Background: an optimization exercise with open tools, aiming at small area and a short achievable clock period. Do not read the settings as production practice.
The RTL was checked by simulation tests, not by an equivalence proof against the original design.

## flow/design.v (module list and top-level ports; edited modules follow where they fit)
// module rms_fifo: 40 lines
// module rms: 12589 lines
module rms(input clk, input rst, input pushin, input [1:0] cmdin, input signed [31:0] Xin,
           input pullout, output stopout, output [31:0] Xout);
  // ...
==> flow/flow/run.sh <==
#!/bin/bash
# Layout flow: the standard flow with two changes to synthesis only:
#  - Yosys synth runs with -noabc (no generic ABC pass before full-adder
#    extraction), so the adders written in the RTL are extracted as written;
#  - the final ABC technology mapping uses an area-oriented script
#    (flow/abc_area_map.script).
# Placement buffers the ports with buf_2 cells (BUFFER_PORTS_ARGS).
# CTS runs without dummy loads (CTS_ARGS; same clustering as config.mk).
# Synthesis otherwise is synth_recipe.tcl (-nofsm -noshare, flatten, rename);
# floorplan through finish is the standard.sh unchanged.
set -euo pipefail
HERE=$(pwd)
SCRIPT=$HERE/flow/abc_area_map.script
{
  echo "# synth_recipe.tcl with synth -noabc and the final abc call using $SCRIPT"
  echo "proc abc {args} {"
  echo "  set i [lsearch -exact \$args -script]"
  echo "  if {\$i >= 0} { lset args [expr {\$i + 1}] $SCRIPT }"
  echo "  yosys abc {*}\$args"
  echo "}"
  echo 'proc synth {args} { yosys synth -nofsm -noshare -noabc {*}$args }'
  tail -n +2 synth_recipe.tcl
} > my_synth.tcl
grep -q '^source .*synth.tcl' my_synth.tcl
sed "s#SYNTH_SCRIPT=[^ ]*#SYNTH_SCRIPT=$HERE/my_synth.tcl#" standard.sh > my_standard.sh
grep -q "SYNTH_SCRIPT=$HERE/my_synth.tcl" my_standard.sh
bash my_standard.sh synth > synth.log 2>&1
export BUFFER_PORTS_ARGS="-buffer_cell sky130_fd_sc_hd__buf_2"
export CTS_ARGS="-sink_clustering_enable -repair_clock_nets -sink_clustering_size 24 -sink_clustering_max_diameter 40 -buf_list {sky130_fd_sc_hd__clkbuf_4 sky130_fd_sc_hd__clkbuf_8} -dont_use_dummy_load"
bash my_standard.sh finish > layout.log 2>&1
test -f out/final.def
==> flow/flow/abc_area_map.script <==
strash
dc2
dch
amap
topo
stime -c
==> flow/standard.sh <==
#!/bin/bash
# synth_recipe.tcl (not shown) runs the flow's synth.tcl, then flattens the netlist and writes it again
# the make line also repeats each setting of config.mk as NAME=value (left out here)
make -C /OpenROAD-flow-scripts/flow DESIGN_CONFIG=/design/flow/config.mk WORK_HOME=/design/flow/orfs CLKGATE_MAP_FILE= SYNTH_SCRIPT=/design/flow/synth_recipe.tcl "${@:-finish}"
==> flow/config.mk <==
export PLATFORM = sky130hd
export DESIGN_NAME = rms
export DESIGN_NICKNAME = rms
export VERILOG_FILES = /design/flow/design.v
export SDC_FILE = /design/flow/constraint.sdc
export NUM_CORES = 4
export LEC_CHECK = 0
export ABC_AREA = 1
export CAP_MARGIN = 30
export CORE_MARGIN = 2
export CORE_UTILIZATION = 60
export CTS_BUF_LIST = sky130_fd_sc_hd__clkbuf_4 sky130_fd_sc_hd__clkbuf_8
export CTS_CLUSTER_DIAMETER = 40
export CTS_CLUSTER_SIZE = 24
export PLACE_DENSITY = 0.72
export SLEW_MARGIN = 20
==> flow/constraint.sdc <==
create_clock -name core_clock -period 220.0 [get_ports {clk}]
set_input_delay 44.0000 -clock core_clock [delete_from_list [all_inputs] [get_ports {clk}]]
set_output_delay 44.0000 -clock core_clock [all_outputs]
set_load 0.01 [all_outputs]
==> metrics.cfg, run 1 <==
[floorplanning]
rows=152
chipHeight_um=419
core_area_um2=171000
dieArea_um2=176000
num_io_pins=71

[setup_path]
crit_fanout=1
crit_cells=1
end_kind=output pin
cp-startpoint=u_fifo.Xout[25]
r2r_start=p5_w1729
max_stage_delay_ns=0.40

[global_route]
grt_pass1_vias=69500
gr-total-overflow=0
antenna_found_initial=4

[finish]
layout-drive-gt1-share_pct=7.62
multi_input_area_share_pct=49.2
layout_commonest_cell=fa_1
dominant_cells=multi-input gates
multi_input_gates=4970
n_antenna_cell=4

[placed_design]
gp_congestion=0.905
hpwl_um=161000
dp_cells=9897

[clock_tree]
post-cts-setup-buffer-count=0
cts_hold_buf=0
cts_max_path_buffers=3
clk_pin_slew_ns=0.11
cts_tree=built

[route]
top_layer_used=met5
met2_length_um=115000
wirelength_um=237000

[min_path]
min_path_cells=0

[sta]
slew-limit-headroom_pct=32.4

[status]
run_status=timing/DRC/antenna clean

[yosys]
yosys-top-cells-area=fa_1 (31%), edfxtp_1 (30%), dfxtp_1 (15%), o22a_1 (7.1%), nor2_1 (2.6%)

==> run 2: changes to the inputs <==
--- a/flow/design.v
+++ b/flow/design.v
@@ -11275,19 +11275,30 @@
   always @(posedge clk or posedge rst)
     if (rst) begin
       clr <= 1'b1;
       v1 <= 1'b0;
     end else begin
       clr <= p0 & c0[1] & c0[0];
       v1 <= p0 & c0[1];
     end
+  wire [9:0] nd = {{9{sub}}, p0};
+  wire [10:0] nc;
+  wire [9:0] Nn;
+  assign nc[0] = 1'b0;
+  genvar k;
+  generate
+    for (k = 0; k < 10; k = k + 1) begin : g_n
+      assign Nn[k] = Ne[k] ^ nd[k] ^ nc[k];
+      assign nc[k + 1] = (Ne[k] & nd[k]) | (nc[k] & (Ne[k] ^ nd[k]));
+    end
+  endgenerate
   always @(posedge clk) begin
     S <= T;
-    N <= Ne + {{9{sub}}, p0};
+    N <= Nn;
   end
   reg p2_S_59;
   reg p2_w1729;
   reg p2_w1992;
   reg p2_w1730;
   reg p2_w1993;
   reg p2_w1731;
   reg p2_w1994;
==> flow/flow/run.sh (replaced) <==
#!/bin/bash
# Layout flow: the standard flow with three changes to synthesis:
#  - Yosys synth runs with -noabc (no generic ABC pass before full-adder
#    extraction), so the adders written in the RTL are extracted as written;
#  - only full adders are extracted (extract_fa -fa), no half adders;
#  - the final ABC technology mapping uses an area-oriented script
#    (flow/abc_area_map.script).
# Placement buffers the ports with buf_2 cells (BUFFER_PORTS_ARGS).
# CTS runs without dummy loads (CTS_ARGS; same clustering as config.mk).
# Synthesis otherwise is synth_recipe.tcl (-nofsm -noshare, flatten, rename);
# floorplan through finish is the standard.sh unchanged.
set -euo pipefail
HERE=$(pwd)
SCRIPT=$HERE/flow/abc_area_map.script
{
  echo "# synth_recipe.tcl with synth -noabc and the final abc call using $SCRIPT"
  echo "proc abc {args} {"
  echo "  set i [lsearch -exact \$args -script]"
  echo "  if {\$i >= 0} { lset args [expr {\$i + 1}] $SCRIPT }"
  echo "  yosys abc {*}\$args"
  echo "}"
  echo 'proc synth {args} { yosys synth -nofsm -noshare -noabc {*}$args }'
  echo 'proc extract_fa {args} { yosys extract_fa -fa }'
  tail -n +2 synth_recipe.tcl
} > my_synth.tcl
grep -q '^source .*synth.tcl' my_synth.tcl
sed "s#SYNTH_SCRIPT=[^ ]*#SYNTH_SCRIPT=$HERE/my_synth.tcl#" standard.sh > my_standard.sh
grep -q "SYNTH_SCRIPT=$HERE/my_synth.tcl" my_standard.sh
bash my_standard.sh synth > synth.log 2>&1
export BUFFER_PORTS_ARGS="-buffer_cell sky130_fd_sc_hd__buf_2"
export CTS_ARGS="-sink_clustering_enable -repair_clock_nets -sink_clustering_size 18 -sink_clustering_max_diameter 50 -buf_list {sky130_fd_sc_hd__clkbuf_4 sky130_fd_sc_hd__clkbuf_8} -dont_use_dummy_load"
bash my_standard.sh finish > layout.log 2>&1
test -f out/final.def
==> flow/config.mk (replaced) <==
export PLATFORM = sky130hd
export DESIGN_NAME = rms
export DESIGN_NICKNAME = rms
export VERILOG_FILES = /design/flow/design.v
export SDC_FILE = /design/flow/constraint.sdc
export NUM_CORES = 4
export LEC_CHECK = 0
export ABC_AREA = 1
export CAP_MARGIN = 30
export CORE_MARGIN = 2
export CORE_UTILIZATION = 60
export CTS_BUF_LIST = sky130_fd_sc_hd__clkbuf_4 sky130_fd_sc_hd__clkbuf_8
export CTS_CLUSTER_DIAMETER = 50
export CTS_CLUSTER_SIZE = 18
export PLACE_DENSITY = 0.72
export SLEW_MARGIN = 20
==> metrics.cfg, run 2 <==
[status]
run_status=timing/DRC/antenna clean  ; unchanged

[sta]
max_freq_mhz=21.9  ; about the same
finalCriticalPeriod_ns=45.56  ; was 45.58 ns
post-route-period-util_pct=20.7  ; about the same
skew_ns=0.159  ; was 0.176 ns
tightestPinTransition_ns=1.14  ; was 1.00 ns
finalSetupViolCount=0  ; unchanged
slew-limit-headroom_pct=23.1  ; was 32.4%
setup_tns_ns=0  ; unchanged
rsz0062_at_grt=false  ; unchanged
slew_viol_final=0  ; unchanged
hold_viol=0  ; unchanged

[finish]
regArea_um2=46900  ; about the same
mostFrequentLayoutCells=fa_1 (1603), edfxtp_1 (1024), nor2_1 (901)  ; was fa_1 (1596), edfxtp_1 (1024), o22a_1 (835)
top_register=u_fifo.mem  ; unchanged
area_growth_pct=7.40  ; was 8.31%
reg_top3=u_fifo.mem x992, S x72  ; unchanged
finalNetCount=9392  ; was 9597
multi_input_area_um2=54700  ; was 55000 um2
largest_reg_flops=992  ; unchanged
layout_commonest_cell=fa_1  ; unchanged
final-instance-count-excl-fill=9970  ; was 10100
fill_cells=12300  ; about the same
layout-drive-gt1-share_pct=6.79  ; was 7.62%

[yosys]
ys_ff_latch=1824  ; unchanged
syn-num-nets=8929  ; was 9067
synth_fa_ha_area_share_pct=31.3  ; was 32.8%
synth_edf_count=1024  ; unchanged
ys_top_cells_by_count=fa_1 (1603), edfxtp_1 (1024), nor2_1 (938)  ; was fa_1 (1596), edfxtp_1 (1024), o22a_1 (835)
synth_flop_cell=edfxtp_1  ; unchanged
synth.avg_cell_area_um2=14.1  ; was 14.2 um2
syn_area_um2=102000  ; was 103000 um2
ys_types=47  ; was 48
synth_xor_area_share_pct=0.00855  ; was 0%
yosys_warnings=2  ; unchanged
synthCells=7288  ; was 7282
synth_top_family_by_area=adder cells  ; unchanged
synth_largest_area_cell=fa_1  ; unchanged
synth_seq_area_share_pct=45.8  ; was 45.4%
synth_mux_area_share_pct=0  ; unchanged
yosysTopAreaCellShare_pct=31.3  ; was 30.9%
yosys-top-cells-area=fa_1 (31%), edfxtp_1 (30%), dfxtp_1 (15%), o22a_1 (7.1%), nor2_1 (3.4%)  ; was fa_1 (31%), edfxtp_1 (30%), dfxtp_1 (15%), o22a_1 (7.1%), nor2_1 (2.6%)
synth.most_common_cell=fa_1  ; unchanged
synth_compound_area_share_pct=15.2  ; was 15.3%
synthArstFlopShare_pct=1.32  ; unchanged
yosys.area_share.simple_pct=6.48  ; was 4.83%

[route]
drtIter0Drc=6301  ; was 6164
via_per_inst=6.53  ; was 6.39
detail_route.wl_per_cell_um=24.5  ; was 23.4 um
dr_wl_met3_um=20300  ; was 18400 um
wirelength_met1_um=94900  ; was 93700 um
vias=65100  ; was 64700
drc=0  ; unchanged
wirelength_um=244000  ; was 237000 um
ant_nets=0  ; unchanged
top_layer_used=met5  ; unchanged
met2_length_um=118000  ; was 115000 um
firstDrtPassIters=8  ; was 7

[setup_path]
crit_family=flip-flops  ; unchanged
cp-startpoint=u_fifo.Xout[25]  ; unchanged
path_class=flip-flop to output pin  ; unchanged
path_cells=buf_2  ; unchanged
worstPathRequired_ns=176.00  ; about the same
rrSetupSlack_ns=176.39  ; was 176.74 ns
max_stage_delay_ns=0.40  ; about the same
crit_fanout=1  ; unchanged
r2r_start=p7_w1729  ; was p5_w1729
critPathSlowestCell=edfxtp_1  ; unchanged
critPathBufInv=1  ; unchanged
end_kind=output pin  ; unchanged
setup.worst_path.start_class=flip-flop  ; unchanged
cp_data_arrival_time_ns=1.56  ; was 1.58 ns

[placed_design]
dp_cells=9805  ; was 9897
portBuffers=70  ; unchanged
hpwl_um=164000  ; was 161000 um
gp_congestion=0.917  ; was 0.905

[global_route]
grt_pass1_vias=69200  ; was 69500
grt_pass1_wl_um=390000  ; was 383000 um
grt_start_max_net_pins=135  ; was 127
antenna_found_initial=6  ; was 4
gr-total-overflow=0  ; unchanged
track_usage_pct=28.9  ; was 28.0%

[min_path]
hold_class=flip-flop to flip-flop  ; unchanged
hp-start=p2_S_33  ; was p2_S_26

[floorplanning]
chipHeight_um=417  ; was 419 um
start_util_pct=60.4  ; was 60.3%
rows=151  ; was 152
dieArea_um2=174000  ; was 176000 um2
die-width_um=417  ; was 419 um
num_io_pins=71  ; unchanged
core_area_um2=169000  ; was 171000 um2

[clock_tree]
clk_pin_slew_ns=0.11  ; about the same
htree_num_levels=4  ; unchanged
cts_max_path_buffers=3  ; unchanged
cts_buffers=159  ; was 218
clock_latency_ns=1.02  ; was 1.04 ns
clock-sinks=1824  ; unchanged
post-cts-setup-buffer-count=0  ; unchanged
clockRootBuffer=clkbuf_8  ; unchanged
cts_tree=built  ; unchanged
post_cts_resized=0  ; unchanged
cts_hold_buf=0  ; unchanged

[flow_run]
drv_cap=0  ; unchanged

-- run 2: final timing paths --
| kind | cells after the start | endpoint |
|---|---|---|
| setup / recovery | 1 | Xout[25] |
| hold / removal | 0 | p3_S_33 |
| setup reg to reg | 123 | p8_w5072 |
| hold reg to reg | 0 | p3_S_33 |
| max in group asynchronous | 3 | clr |
| min in group asynchronous | 3 | u_fifo.hv |
-- run 2: logic make-up after synthesis --
family / Yosys count
AOI/OAI and AO/OA: 1955
xor gates and xnor gates: 1
adders and majority gates: 1603
buffers and inverters: 329
DFF: 1824
and+or+nand+nor: 1576
-- run 2: metal layers --
layer,track usage (%),vias to the layer above
met1,38.4,33600
met4,11.2,4
li1,-,27900
met5,0,-
met2,48.1,2927
met3,4.80,655
-- run 2: cell type report --
class	count	share of cell area (%)
Antenna cell	3	0.00682
Clock buffer	159	1.99
Inverter	329	1.13
Multi-Input combinational cell	5135	49.8
Sequential cell	1824	42.6
Tap cell	2218	2.52
Timing Repair Buffer	302	1.97
-- run 2: through the flow --
stage          util, %  setup slack, ns  cell area (um2)  hold slack [ns]
3_3_place_gp      63.5           174.67           108000            0.310
5_1_grt           64.9           173.58           110000            0.301
3_5_place_dp      63.6           174.65           108000            0.312
2_1_floorplan        -           174.42           102000            0.310
4_1_cts           64.9           174.36           110000            0.293
6_report          64.9           174.44           110000            0.296
==> run 3: changes to the inputs <==
--- a/flow/config.mk
+++ b/flow/config.mk
@@ -8,9 +8,10 @@
 export ABC_AREA = 1
 export CAP_MARGIN = 30
 export CORE_MARGIN = 2
-export CORE_UTILIZATION = 60
+export CORE_UTILIZATION = 70
 export CTS_BUF_LIST = sky130_fd_sc_hd__clkbuf_4 sky130_fd_sc_hd__clkbuf_8
 export CTS_CLUSTER_DIAMETER = 50
 export CTS_CLUSTER_SIZE = 18
-export PLACE_DENSITY = 0.72
+export GPL_TIMING_DRIVEN = 0
+export PLACE_DENSITY = 0.8
 export SLEW_MARGIN = 20
==> metrics.cfg, run 3 <==
[route]
drc=0  ; unchanged
vias=66800  ; was 65100
firstDrtPassIters=6  ; was 8
detail_route.wl_per_cell_um=26.2  ; was 24.5 um
ant_nets=0  ; unchanged
drtIter0Drc=7572  ; was 6301
wirelength_um=252000  ; was 244000 um
via_per_inst=6.93  ; was 6.53

[yosys]
synth.avg_cell_area_um2=14.1  ; unchanged
yosys_warnings=2  ; unchanged
ys_types=47  ; unchanged
synth_largest_area_cell=fa_1  ; unchanged
ys_top_cells_by_count=fa_1 (1603), edfxtp_1 (1024), nor2_1 (938)  ; unchanged
synth_flop_cell=edfxtp_1  ; unchanged
synthCells=7288  ; unchanged
syn-num-nets=8929  ; unchanged
synth_seq_area_share_pct=45.8  ; unchanged
synth_edf_count=1024  ; unchanged
ys_ff_latch=1824  ; unchanged
syn_area_um2=102000  ; unchanged
yosys-top-cells-area=fa_1 (31%), edfxtp_1 (30%), dfxtp_1 (15%), o22a_1 (7.1%), nor2_1 (3.4%)  ; unchanged
yosysTopAreaCellShare_pct=31.3  ; unchanged
synthArstFlopShare_pct=1.32  ; unchanged
synth.most_common_cell=fa_1  ; unchanged

[setup_path]
critPathSlowestCell=a221oi_1  ; was edfxtp_1
crit_family=adder cells  ; was flip-flops
end_kind=flip-flop  ; was output pin
cp_data_arrival_time_ns=47.79  ; was 1.56 ns
crit_fanout=19  ; was 1
max_stage_delay_ns=0.70  ; was 0.40 ns
cp_common_cell=fa_1
worstPathRequired_ns=220.78  ; was 176.00 ns
setup.worst_path.start_class=flip-flop  ; unchanged
critPathBufInv=10  ; was 1
path_class=flip-flop to flip-flop  ; was flip-flop to output pin

[global_route]
grt_start_max_net_pins=82  ; was 135
track_usage_pct=34.7  ; was 28.9%
antenna_found_initial=4  ; was 6
grt_pass1_vias=71300  ; was 69200
gr-total-overflow=0  ; unchanged
grt_pass1_wl_um=400000  ; was 390000 um

[sta]
tightestPinTransition_ns=1.03  ; was 1.14 ns
skew_ns=0.159  ; about the same
rsz0062_at_grt=false  ; unchanged
slew-limit-headroom_pct=31.0  ; was 23.1%
hold_viol=0  ; unchanged
finalCriticalPeriod_ns=47.01  ; was 45.56 ns
post-route-period-util_pct=21.4  ; was 20.7%
setup_tns_ns=0  ; unchanged
slew_viol_final=0  ; unchanged
max_freq_mhz=21.3  ; was 21.9 MHz
finalSetupViolCount=0  ; unchanged

[clock_tree]
clockRootBuffer=clkbuf_8  ; unchanged
cts_hold_buf=0  ; unchanged
clk_pin_slew_ns=0.10  ; was 0.11 ns
cts_max_path_buffers=3  ; unchanged
cts_tree=built  ; unchanged
htree_num_levels=4  ; unchanged
cts_buffers=154  ; was 159
clock-sinks=1824  ; unchanged
clock_latency_ns=1.01  ; was 1.02 ns
post-cts-setup-buffer-count=0  ; unchanged
post_cts_resized=0  ; unchanged

[finish]
layout_commonest_cell=fa_1  ; unchanged
finalNetCount=9363  ; was 9392
area_growth_pct=9.29  ; was 7.40%
fill_cells=8458  ; was 12300
top_register=u_fifo.mem  ; unchanged
mostFrequentLayoutCells=fa_1 (1603), edfxtp_1 (1024), nor2_1 (896)  ; was fa_1 (1603), edfxtp_1 (1024), nor2_1 (901)
layout-drive-gt1-share_pct=7.01  ; was 6.79%
largest_reg_flops=992  ; unchanged
reg_top3=u_fifo.mem x992, S x72  ; unchanged

[flow_run]
drv_cap=0  ; unchanged

[floorplanning]
die-width_um=387  ; was 417 um
dieArea_um2=149000  ; was 174000 um2
rows=140  ; was 151
chipHeight_um=387  ; was 417 um
core_area_um2=145000  ; was 169000 um2
num_io_pins=71  ; unchanged
start_util_pct=70.5  ; was 60.4%

[min_path]
hold_class=flip-flop to flip-flop  ; unchanged

[placed_design]
gp_congestion=0.897  ; was 0.917
hpwl_um=178000  ; was 164000 um
portBuffers=70  ; unchanged

[status]
run_status=timing/DRC/antenna clean  ; unchanged

==> run 3: area by class of cell <==
class	count	area, um2	share of cell area [%]
multi-input cells	5135	55000	49.1
diodes	4	10.0	0.00894
inverters	329	1270	1.13
repair buffers	278	4280	3.82
clock buffers	154	2120	1.89
flip-flops and latches	1824	46900	41.9
well taps	1917	2400	2.14
==> run 3: final timing paths <==
| path | start | end | slack, ns | cells past startpoint |
|---|---|---|---|---|
| worst min register to register | p5_S_8 | p6_S_8 | 0.26 | 0 |
| min in group asynchronous | rst | u_fifo.hv | 43.17 | 2 |
| worst min-delay path | p5_S_8 | p6_S_8 | 0.26 | 0 |
| worst max register to register | p2_w1729 | p3_w2367 | 172.99 | 114 |
| worst max-delay path | p2_w1729 | p3_w2367 | 172.99 | 114 |
| max in group asynchronous | rst | p0 | 176.39 | 2 |
==> run 3: metal layers <==
layer  vias up  share of wire (%)  global-route usage (%)
met5         -                  0                       0
met4         0                5.5                    16.5
met3       943                9.2                    6.17
met2      3770                 49                    58.1
met1     34100                 36                    44.6
li1      28000                  -                       -
==> run 3: cell families after synthesis <==
logic type	synth area share [%]
buffers and inverters	1.21
AO/OA/AOI/OAI	15.2
XOR/XNOR	0.00855
flip-flops	45.8
AND/OR/NAND/NOR	6.48
adder cells (fa/ha/maj)	31.3
==> run 3: stage by stage <==
stage	setup slack [ns]	instances	cell area, um2	hold slack (ns)	util, %
floorplan	174.42	7288	102000	0.310	-
global placement	168.46	9275	105000	0.310	72.3
detailed placement	172.61	9464	109000	0.312	75.3
CTS	172.12	9618	112000	0.261	76.8
global route	170.50	9639	112000	0.263	77.0
finish	172.99	9641	112000	0.263	77.0
==> run 4: changes to the inputs <==
--- a/flow/config.mk
+++ b/flow/config.mk
@@ -12,6 +12,5 @@
 export CTS_BUF_LIST = sky130_fd_sc_hd__clkbuf_4 sky130_fd_sc_hd__clkbuf_8
 export CTS_CLUSTER_DIAMETER = 50
 export CTS_CLUSTER_SIZE = 18
-export GPL_TIMING_DRIVEN = 0
 export PLACE_DENSITY = 0.8
 export SLEW_MARGIN = 20
==> metrics.cfg, run 4 <==
[placed_design]
portBuffers=70  ; unchanged
gp_congestion=0.942  ; was 0.897
hpwl_um=165000  ; was 178000 um
dp_cells=9492  ; was 9464

[sta]
max_freq_mhz=22.0  ; was 21.3 MHz
hold_viol=0  ; unchanged
post-route-period-util_pct=20.7  ; was 21.4%
slew-limit-headroom_pct=20.6  ; was 31.0%
setup_tns_ns=0  ; unchanged
rsz0062_at_grt=false  ; unchanged
slew_viol_final=0  ; unchanged
finalCriticalPeriod_ns=45.52  ; was 47.01 ns
skew_ns=0.152  ; was 0.159 ns
tightestPinTransition_ns=1.19  ; was 1.03 ns
finalSetupViolCount=0  ; unchanged

[finish]
final-instance-count-excl-fill=9656  ; was 9641
mostFrequentLayoutCells=fa_1 (1603), edfxtp_1 (1024), nor2_1 (901)  ; was fa_1 (1603), edfxtp_1 (1024), nor2_1 (896)
top_register=u_fifo.mem  ; unchanged
layout_commonest_cell=fa_1  ; unchanged
fin_util_pct=75.4  ; was 77.0%
largest_reg_flops=992  ; unchanged
reg_top3=u_fifo.mem x992, S x72  ; unchanged
area_growth_pct=6.95  ; was 9.29%
layout-drive-gt1-share_pct=6.66  ; was 7.01%
finalNetCount=9380  ; was 9363

[route]
detail_route.wl_per_cell_um=25.5  ; was 26.2 um
firstDrtPassIters=14  ; was 6
drtIter0Drc=8221  ; was 7572
ant_nets=0  ; unchanged
wirelength_um=246000  ; was 252000 um
via_per_inst=6.84  ; was 6.93
vias=66000  ; was 66800
drc=0  ; unchanged

[yosys]
synth_edf_count=1024  ; unchanged
yosys_warnings=2  ; unchanged
synth.avg_cell_area_um2=14.1  ; unchanged
syn_area_um2=102000  ; unchanged
synthCells=7288  ; unchanged
synth.most_common_cell=fa_1  ; unchanged
ys_types=47  ; unchanged
ys_ff_latch=1824  ; unchanged
synthArstFlopShare_pct=1.32  ; unchanged
yosys-top-cells-area=fa_1 (31%), edfxtp_1 (30%), dfxtp_1 (15%), o22a_1 (7.1%), nor2_1 (3.4%)  ; unchanged
synth_largest_area_cell=fa_1  ; unchanged
syn-num-nets=8929  ; unchanged
ys_top_cells_by_count=fa_1 (1603), edfxtp_1 (1024), nor2_1 (938)  ; unchanged
synth_seq_area_share_pct=45.8  ; unchanged
yosysTopAreaCellShare_pct=31.3  ; unchanged
synth_flop_cell=edfxtp_1  ; unchanged

[clock_tree]
clock_latency_ns=0.99  ; was 1.01 ns
cts_hold_buf=0  ; unchanged
clock-sinks=1824  ; unchanged
htree_num_levels=4  ; unchanged
cts_buffers=155  ; was 154
clk_pin_slew_ns=0.10  ; about the same
cts_tree=built  ; unchanged
post-cts-setup-buffer-count=0  ; unchanged
post_cts_resized=0  ; unchanged
clockRootBuffer=clkbuf_8  ; unchanged
cts_max_path_buffers=3  ; unchanged

[setup_path]
ff2ff_path_depth=120  ; was 114
path_cells=buf_2
crit_cells=1  ; was 114
setup.worst_path.start_class=flip-flop  ; unchanged
crit_family=flip-flops  ; was adder cells
path_class=flip-flop to output pin  ; was flip-flop to flip-flop
max_stage_delay_ns=0.40  ; was 0.70 ns
critPathSlowestCell=edfxtp_1  ; was a221oi_1
r2r_end=p4_w2784  ; was p3_w2367
end_kind=output pin  ; was flip-flop
critPathBufInv=1  ; was 10
cp_data_arrival_time_ns=1.52  ; was 47.79 ns
rrSetupSlack_ns=175.86  ; was 172.99 ns
worstPathRequired_ns=176.00  ; was 220.78 ns
r2r_start=p3_w1729  ; was p2_w1729
crit_fanout=1  ; was 19

[floorplanning]
dieArea_um2=149000  ; unchanged
chipHeight_um=387  ; unchanged
num_io_pins=71  ; unchanged
start_util_pct=70.5  ; unchanged
rows=140  ; unchanged
core_area_um2=145000  ; unchanged
die-width_um=387  ; unchanged

[global_route]
grt_start_max_net_pins=134  ; was 82
antenna_found_initial=8  ; was 4
grt_pass1_wl_um=392000  ; was 400000 um
track_usage_pct=33.8  ; was 34.7%
gr-total-overflow=0  ; unchanged
grt_pass1_vias=70800  ; was 71300

[status]
run_status=timing/DRC/antenna clean  ; unchanged

[min_path]
min_path_cells=0  ; unchanged
hold_class=flip-flop to flip-flop  ; unchanged
hp-start=p3_S_32  ; was p5_S_8
min_to=p4_S_32  ; was p6_S_8

[flow_run]
drv_cap=0  ; unchanged

==> run 4: cell counts after synthesis <==
No cell type changed its count.
==> run 4: cell type report <==
type                            count  area [um2]
Multi-Input combinational cell   5135       54700
Sequential cell                  1824       46900
Fill cell                        8979       35800
Tap cell                         1917        2400
Clock buffer                      155        2130
Timing Repair Buffer              294        2130
Inverter                          329        1250
Antenna cell                        2        5.00
==> run 4: logic make-up after synthesis <==
logic type / after synthesis / share of synthesized area, %
adders and majority gates: 1603 / 31.3
and+or+nand+nor: 1576 / 6.48
DFF: 1824 / 45.8
xor gates and xnor gates: 1 / 0.00855
AOI/OAI and AO/OA: 1955 / 15.2
buffers and inverters: 329 / 1.21
==> run 4: worst max-delay path by stage <==
stage	slack [ns]	from	endpoint
after global placement	174.67	pullout	u_fifo.rl
after floorplan	174.42	p2_w1729	p3_w2367
after global routing	173.77	p3_w1729	p4_w2784
final	174.48	u_fifo.Xout[25]	Xout[25]
after detailed placement	174.64	pullout	u_fifo.rl
after CTS	174.39	u_fifo.Xout[0]	Xout[0]
==> run 4: per-layer routing <==
metal	global-route usage (%)	up-vias	part of all wire, %
li1	-	27900	-
met1	44.9	33500	37
met2	55.9	3761	49
met3	6.28	794	10
met4	13.7	2	4.4
met5	0	-	0.0053
==> run 4: per-stage QoR <==
step / setup WS [ns] / hold slack (ns) / area (um2)
after floorplan: 174.42 / 0.310 / 102000
after global placement: 174.67 / 0.310 / 107000
after detailed placement: 174.64 / 0.312 / 107000
after CTS: 174.39 / 0.264 / 109000
after global routing: 173.77 / 0.267 / 110000
final: 174.48 / 0.263 / 110000
==> run 5: changes to the inputs <==
--- a/flow/config.mk
+++ b/flow/config.mk
@@ -6,11 +6,11 @@
 export NUM_CORES = 4
 export LEC_CHECK = 0
 export ABC_AREA = 1
-export CAP_MARGIN = 30
+export CAP_MARGIN = 20
 export CORE_MARGIN = 2
 export CORE_UTILIZATION = 70
 export CTS_BUF_LIST = sky130_fd_sc_hd__clkbuf_4 sky130_fd_sc_hd__clkbuf_8
 export CTS_CLUSTER_DIAMETER = 50
 export CTS_CLUSTER_SIZE = 18
 export PLACE_DENSITY = 0.8
-export SLEW_MARGIN = 20
+export SLEW_MARGIN = 10
==> metrics.cfg, run 5 <==
[global_route]
gr-total-overflow=0  ; unchanged
track_usage_pct=33.8  ; about the same
grt_start_max_net_pins=134  ; unchanged
grt_pass1_wl_um=393000  ; was 392000 um
grt_pass1_vias=70700  ; was 70800
antenna_found_initial=6  ; was 8

[yosys]
ys_types=47  ; unchanged
yosys-top-cells-area=fa_1 (31%), edfxtp_1 (30%), dfxtp_1 (15%), o22a_1 (7.1%), nor2_1 (3.4%)  ; unchanged
synthCells=7288  ; unchanged
yosys_warnings=2  ; unchanged
ys_top_cells_by_count=fa_1 (1603), edfxtp_1 (1024), nor2_1 (938)  ; unchanged
synthArstFlopShare_pct=1.32  ; unchanged
synth_largest_area_cell=fa_1  ; unchanged
synth_seq_area_share_pct=45.8  ; unchanged
synth_edf_count=1024  ; unchanged
synth.most_common_cell=fa_1  ; unchanged
syn_area_um2=102000  ; unchanged
yosysTopAreaCellShare_pct=31.3  ; unchanged
ys_ff_latch=1824  ; unchanged
syn-num-nets=8929  ; unchanged
synth_flop_cell=edfxtp_1  ; unchanged
synth.avg_cell_area_um2=14.1  ; unchanged

[finish]
largest_reg_flops=992  ; unchanged
top_register=u_fifo.mem  ; unchanged
layout-drive-gt1-share_pct=6.58  ; was 6.66%
mostFrequentLayoutCells=fa_1 (1603), edfxtp_1 (1024), nor2_1 (901)  ; unchanged
fin_util_pct=75.3  ; was 75.4%
layout_commonest_cell=fa_1  ; unchanged
reg_top3=u_fifo.mem x992, S x72  ; unchanged
area_growth_pct=6.92  ; was 6.95%
finalNetCount=9376  ; was 9380

[sta]
slew_viol_final=0  ; unchanged
skew_ns=0.151  ; was 0.152 ns
hold_viol=0  ; unchanged
max_freq_mhz=22.0  ; about the same
setup_tns_ns=0  ; unchanged
tightestPinTransition_ns=1.21  ; was 1.19 ns
slew-limit-headroom_pct=19.4  ; was 20.6%
finalSetupViolCount=0  ; unchanged
post-route-period-util_pct=20.7  ; unchanged
finalCriticalPeriod_ns=45.52  ; unchanged
rsz0062_at_grt=false  ; unchanged

[route]
dr_wl_met3_um=24900  ; was 24600 um
met2_length_um=119000  ; was 120000 um
wirelength_um=245000  ; was 246000 um
detail_route.wl_per_cell_um=25.4  ; was 25.5 um
via_per_inst=6.85  ; was 6.84
wirelength_met1_um=89800  ; was 90700 um
ant_nets=0  ; unchanged
drc=0  ; unchanged
vias=66200  ; was 66000
top_layer_used=met5  ; unchanged
drtIter0Drc=7647  ; was 8221
firstDrtPassIters=8  ; was 14

[status]
run_status=timing/DRC/antenna clean  ; unchanged

[setup_path]
crit_family=flip-flops  ; unchanged
path_cells=buf_2  ; unchanged
critPathBufInv=1  ; unchanged
end_kind=output pin  ; unchanged
path_class=flip-flop to output pin  ; unchanged
setup.worst_path.start_class=flip-flop  ; unchanged
max_stage_delay_ns=0.40  ; about the same
crit_fanout=1  ; unchanged
cp_data_arrival_time_ns=1.52  ; about the same
critPathSlowestCell=edfxtp_1  ; unchanged
worstPathRequired_ns=176.00  ; about the same

[clock_tree]
clockRootBuffer=clkbuf_8  ; unchanged
cts_hold_buf=0  ; unchanged
cts_buffers=157  ; was 155
clock_latency_ns=0.96  ; was 0.99 ns
clk_pin_slew_ns=0.10  ; about the same
post_cts_resized=0  ; unchanged
post-cts-setup-buffer-count=0  ; unchanged
cts_max_path_buffers=3  ; unchanged
htree_num_levels=4  ; unchanged
clock-sinks=1824  ; unchanged
cts_tree=built  ; unchanged

[floorplanning]
num_io_pins=71  ; unchanged
dieArea_um2=149000  ; unchanged
start_util_pct=70.5  ; unchanged
die-width_um=387  ; unchanged
chipHeight_um=387  ; unchanged
core_area_um2=145000  ; unchanged
rows=140  ; unchanged

[placed_design]
hpwl_um=164000  ; was 165000 um
portBuffers=70  ; unchanged
gp_congestion=0.942  ; unchanged

[flow_run]
drv_cap=0  ; unchanged

[min_path]
hold_class=flip-flop to flip-flop  ; unchanged

[run 5: per-stage QoR]
stage	hold slack (ns)	setup WS [ns]	instances	area (um2)
global route	0.266	173.72	9653	110000
finish	0.272	174.48	9657	110000
detailed placement	0.312	174.64	9484	107000
CTS	0.256	174.41	9641	109000
floorplan	0.310	174.42	7288	102000
global placement	0.310	174.67	9482	107000
[run 5: cell type report]
type	count	area, um2
multi-input combinational	5135	54700
sequential	1824	46900
fill	8961	35900
tap	1917	2400
clock buffer	157	2160
timing repair buffer	288	2080
inverter	329	1250
antenna	7	17.5
[run 5: kinds of logic after synthesis]
logic type                 share of synthesized area, %
xor gates and xnor gates                        0.00855
buffers and inverters                              1.21
AOI/OAI and AO/OA                                  15.2
DFF                                                45.8
and+or+nand+nor                                    6.48
adders and majority gates                          31.3
[run 5: worst paths after layout]
check | from | slack (ns) | end | depth (start not counted)
setup / recovery | u_fifo.Xout[15] | 174.48 | Xout[15] | 1
hold / removal | p2_S_26 | 0.27 | p3_S_26 | 0
setup reg to reg | p3_w1729 | 175.80 | p4_w2776 | 120
hold reg to reg | p2_S_26 | 0.27 | p3_S_26 | 0
max in group asynchronous | rst | 176.42 | u_fifo.rp[0] | 3
min in group asynchronous | rst | 43.22 | u_fifo.rp[4] | 3
[run 5: metal layers]
| layer | global-route usage (%) | up-vias |
|---|---|---|
| met5 | 0 | - |
| met4 | 14.2 | 2 |
| met3 | 6.51 | 872 |
| met2 | 55.7 | 3826 |
| met1 | 44.7 | 33500 |
| li1 | - | 27900 |
==> run 6: changes to the inputs <==
--- a/flow/flow/run.sh
+++ b/flow/flow/run.sh
@@ -28,6 +28,6 @@
 grep -q "SYNTH_SCRIPT=$HERE/my_synth.tcl" my_standard.sh
 bash my_standard.sh synth > synth.log 2>&1
 export BUFFER_PORTS_ARGS="-buffer_cell sky130_fd_sc_hd__buf_2"
-export CTS_ARGS="-sink_clustering_enable -repair_clock_nets -sink_clustering_size 18 -sink_clustering_max_diameter 50 -buf_list {sky130_fd_sc_hd__clkbuf_4 sky130_fd_sc_hd__clkbuf_8} -dont_use_dummy_load"
+export CTS_ARGS="-sink_clustering_enable -repair_clock_nets -sink_clustering_size 20 -sink_clustering_max_diameter 45 -buf_list {sky130_fd_sc_hd__clkbuf_4 sky130_fd_sc_hd__clkbuf_8} -dont_use_dummy_load"
 bash my_standard.sh finish > layout.log 2>&1
 test -f out/final.def
==> flow/config.mk (replaced) <==
export PLATFORM = sky130hd
export DESIGN_NAME = rms
export DESIGN_NICKNAME = rms
export VERILOG_FILES = /design/flow/design.v
export SDC_FILE = /design/flow/constraint.sdc
export NUM_CORES = 4
export LEC_CHECK = 0
export ABC_AREA = 1
export CAP_MARGIN = 30
export CORE_MARGIN = 2
export CORE_UTILIZATION = 70
export CTS_BUF_LIST = sky130_fd_sc_hd__clkbuf_4 sky130_fd_sc_hd__clkbuf_8
export CTS_CLUSTER_DIAMETER = 45
export CTS_CLUSTER_SIZE = 20
export PLACE_DENSITY = 0.8
export SLEW_MARGIN = 20
==> metrics.cfg, run 6 <==
[floorplanning]
start_util_pct=70.5  ; unchanged
chipHeight_um=387  ; unchanged
num_io_pins=71  ; unchanged
dieArea_um2=149000  ; unchanged
die-width_um=387  ; unchanged
rows=140  ; unchanged
core_area_um2=145000  ; unchanged

[setup_path]
worstPathRequired_ns=176.00  ; about the same
cp_data_arrival_time_ns=1.56  ; was 1.52 ns
rrSetupSlack_ns=175.90  ; was 175.80 ns
path_cells=clkinv_1 > buf_2  ; was buf_2
setup.worst_path.start_class=flip-flop  ; unchanged
max_stage_delay_ns=0.36  ; was 0.40 ns
endpoint=stopout  ; was Xout[15]
critPathSlowestCell=dfrtp_1  ; was edfxtp_1
crit_fanout=2  ; was 1
ff2ff_path_depth=120  ; unchanged
r2r_start=p3_w1729  ; unchanged
cp-startpoint=u_fifo.hv  ; was u_fifo.Xout[15]
r2r_end=p4_w2781  ; was p4_w2776
path_class=flip-flop to output pin  ; unchanged
end_kind=output pin  ; unchanged

[min_path]
hold_class=flip-flop to flip-flop  ; unchanged
min_path_cells=0  ; unchanged

[yosys]
synth_seq_area_share_pct=45.8  ; unchanged
ys_top_cells_by_count=fa_1 (1603), edfxtp_1 (1024), nor2_1 (938)  ; unchanged
synth.most_common_cell=fa_1  ; unchanged
synthArstFlopShare_pct=1.32  ; unchanged
syn_area_um2=102000  ; unchanged
syn-num-nets=8929  ; unchanged
synthCells=7288  ; unchanged
ys_ff_latch=1824  ; unchanged
synth_edf_count=1024  ; unchanged
yosysTopAreaCellShare_pct=31.3  ; unchanged
ys_types=47  ; unchanged
yosys-top-cells-area=fa_1 (31%), edfxtp_1 (30%), dfxtp_1 (15%), o22a_1 (7.1%), nor2_1 (3.4%)  ; unchanged
yosys_warnings=2  ; unchanged
synth_largest_area_cell=fa_1  ; unchanged
synth_flop_cell=edfxtp_1  ; unchanged
synth.avg_cell_area_um2=14.1  ; unchanged

[placed_design]
dp_cells=9492  ; was 9484
gp_congestion=0.942  ; unchanged
hpwl_um=165000  ; was 164000 um
dpl_cell_area_um2=107000  ; about the same
portBuffers=70  ; unchanged
place_ws_ns=174.64  ; about the same

[finish]
layout-drive-gt1-share_pct=6.78  ; was 6.58%
finalNetCount=9390  ; was 9376
reg_top3=u_fifo.mem x992, S x72  ; unchanged
mostFrequentLayoutCells=fa_1 (1603), edfxtp_1 (1024), nor2_1 (901)  ; unchanged
layout_commonest_cell=fa_1  ; unchanged
top_register=u_fifo.mem  ; unchanged
largest_reg_flops=992  ; unchanged
area_growth_pct=7.08  ; was 6.92%
fin_area_um2=110000  ; about the same
final-instance-count-excl-fill=9665  ; was 9657

[clock_tree]
post_cts_resized=0  ; unchanged
post-cts-setup-buffer-count=0  ; unchanged
cts_max_path_buffers=3  ; unchanged
cts_buffers=165  ; was 157
clock_latency_ns=0.98  ; was 0.96 ns
cts_tree=built  ; unchanged
htree_num_levels=4  ; unchanged
clockRootBuffer=clkbuf_8  ; unchanged
clock-sinks=1824  ; unchanged
cts_hold_buf=0  ; unchanged
clk_pin_slew_ns=0.11  ; was 0.10 ns

[route]
detail_route.wl_per_cell_um=25.5  ; was 25.4 um
ant_nets=0  ; unchanged
drc=0  ; unchanged
firstDrtPassIters=6  ; was 8
wirelength_um=247000  ; was 245000 um
drtIter0Drc=8167  ; was 7647
vias=66200  ; about the same
via_per_inst=6.85  ; about the same

[sta]
slew-limit-headroom_pct=19.2  ; was 19.4%
skew_ns=0.153  ; was 0.151 ns
hold_viol=0  ; unchanged
finalSetupViolCount=0  ; unchanged
rsz0062_at_grt=false  ; unchanged
slew_viol_final=0  ; unchanged
setup_tns_ns=0  ; unchanged
finalCriticalPeriod_ns=45.56  ; was 45.52 ns
post-route-period-util_pct=20.7  ; about the same
tightestPinTransition_ns=1.21  ; about the same
setup_ws_ns=174.44  ; was 174.48 ns
max_freq_mhz=22.0  ; about the same

[status]
run_status=timing/DRC/antenna clean  ; unchanged

[global_route]
track_usage_pct=33.8  ; about the same
grt_pass1_wl_um=393000  ; about the same
grt_pass1_vias=70800  ; was 70700
antenna_found_initial=7  ; was 6
grt_start_max_net_pins=134  ; unchanged
gr-total-overflow=0  ; unchanged

[flow_run]
drv_cap=0  ; unchanged

[run 6: worst min-delay path by stage]
| stage | start | endpoint | slack [ns] |
|---|---|---|---|
| floorplan | p2_S_0 | p3_S_0 | 0.31 |
| global placement | p3_S_28 | p4_S_28 | 0.31 |
| detailed placement | p3_S_2 | p4_S_2 | 0.31 |
| CTS | p3_S_5 | p4_S_5 | 0.26 |
| global route | p4_S_15 | p5_S_15 | 0.24 |
| finish | p3_S_5 | p4_S_5 | 0.27 |
[run 6: cell type report]
class,instances,area [um2]
fill,8952,35700
timing repair buffer,294,2130
tap,1917,2400
sequential,1824,46900
antenna,1,2.50
clock buffer,165,2270
inverter,329,1250
multi-input combinational,5135,54700
[run 6: stage by stage]
stage | util, % | hold slack [ns]
2_1_floorplan | - | 0.310
3_3_place_gp | 73.7 | 0.310
3_5_place_dp | 73.8 | 0.312
4_1_cts | 75.4 | 0.257
5_1_grt | 75.4 | 0.242
6_report | 75.4 | 0.266
[run 6: metal layers]
metal | part of all wire, % | vias up | global-route usage, %
met2 | 48 | 3911 | 55.9
met1 | 37 | 33500 | 44.9
met4 | 4.7 | 0 | 13.9
li1 | - | 28000 | -
met3 | 10 | 820 | 6.36
met5 | 0 | - | 0
[run 6: worst max-delay path: cells and delay by family (launching register included)]
family | cells | cell delay (ns)
buf+inv | 2 | 0.25
flops | 1 | 0.36
[run 6: logic make-up after synthesis]
group | after synthesis | synth area share (%)
buf+inv | 329 | 1.21
flops | 1824 | 45.8
compound gates | 1955 | 15.2
xor+xnor | 1 | 0.00855
simple gates | 1576 | 6.48
fa+ha+maj | 1603 | 31.3

## port drivers added, routing unchanged
Ports are ideal in the flow. The routed layouts listed here were re-timed in OpenROAD.
Step 1: set_driving_cell puts a clkbuf_16 on clk and a buf_2 on each other input, an assumption about the parent block.
Step 2 times the ports against the registers' clock, not the clock port: input delays grow and output delays shrink by t, the midpoint of the rising clock arrivals with the driver on.
Three values: ideal ports, drivers, drivers and shift; two values: the first two.
run | t, ns | slack for setup (ns) | worst setup path at the end | worst slew at a driven data input, ns
run 1 | 1.030 | 174.417 / 174.340 / 174.747 | input to register | 0.03
run 2 | 1.016 | 174.436 / 174.358 / 174.662 | input to register | 0.03
run 3 | 1.000 | 172.992 / 172.992 / 172.992 | register to register | 0.04
run 4 | 0.996 | 174.481 / 174.399 / 174.612 | input to register | 0.03
run 5 | 0.958 | 174.481 / 174.402 / 174.638 | input to register | 0.03
run 6 | 0.986 | 174.443 / 174.362 / 174.642 | input to register | 0.03
After both steps setup and hold are still met in every run listed.
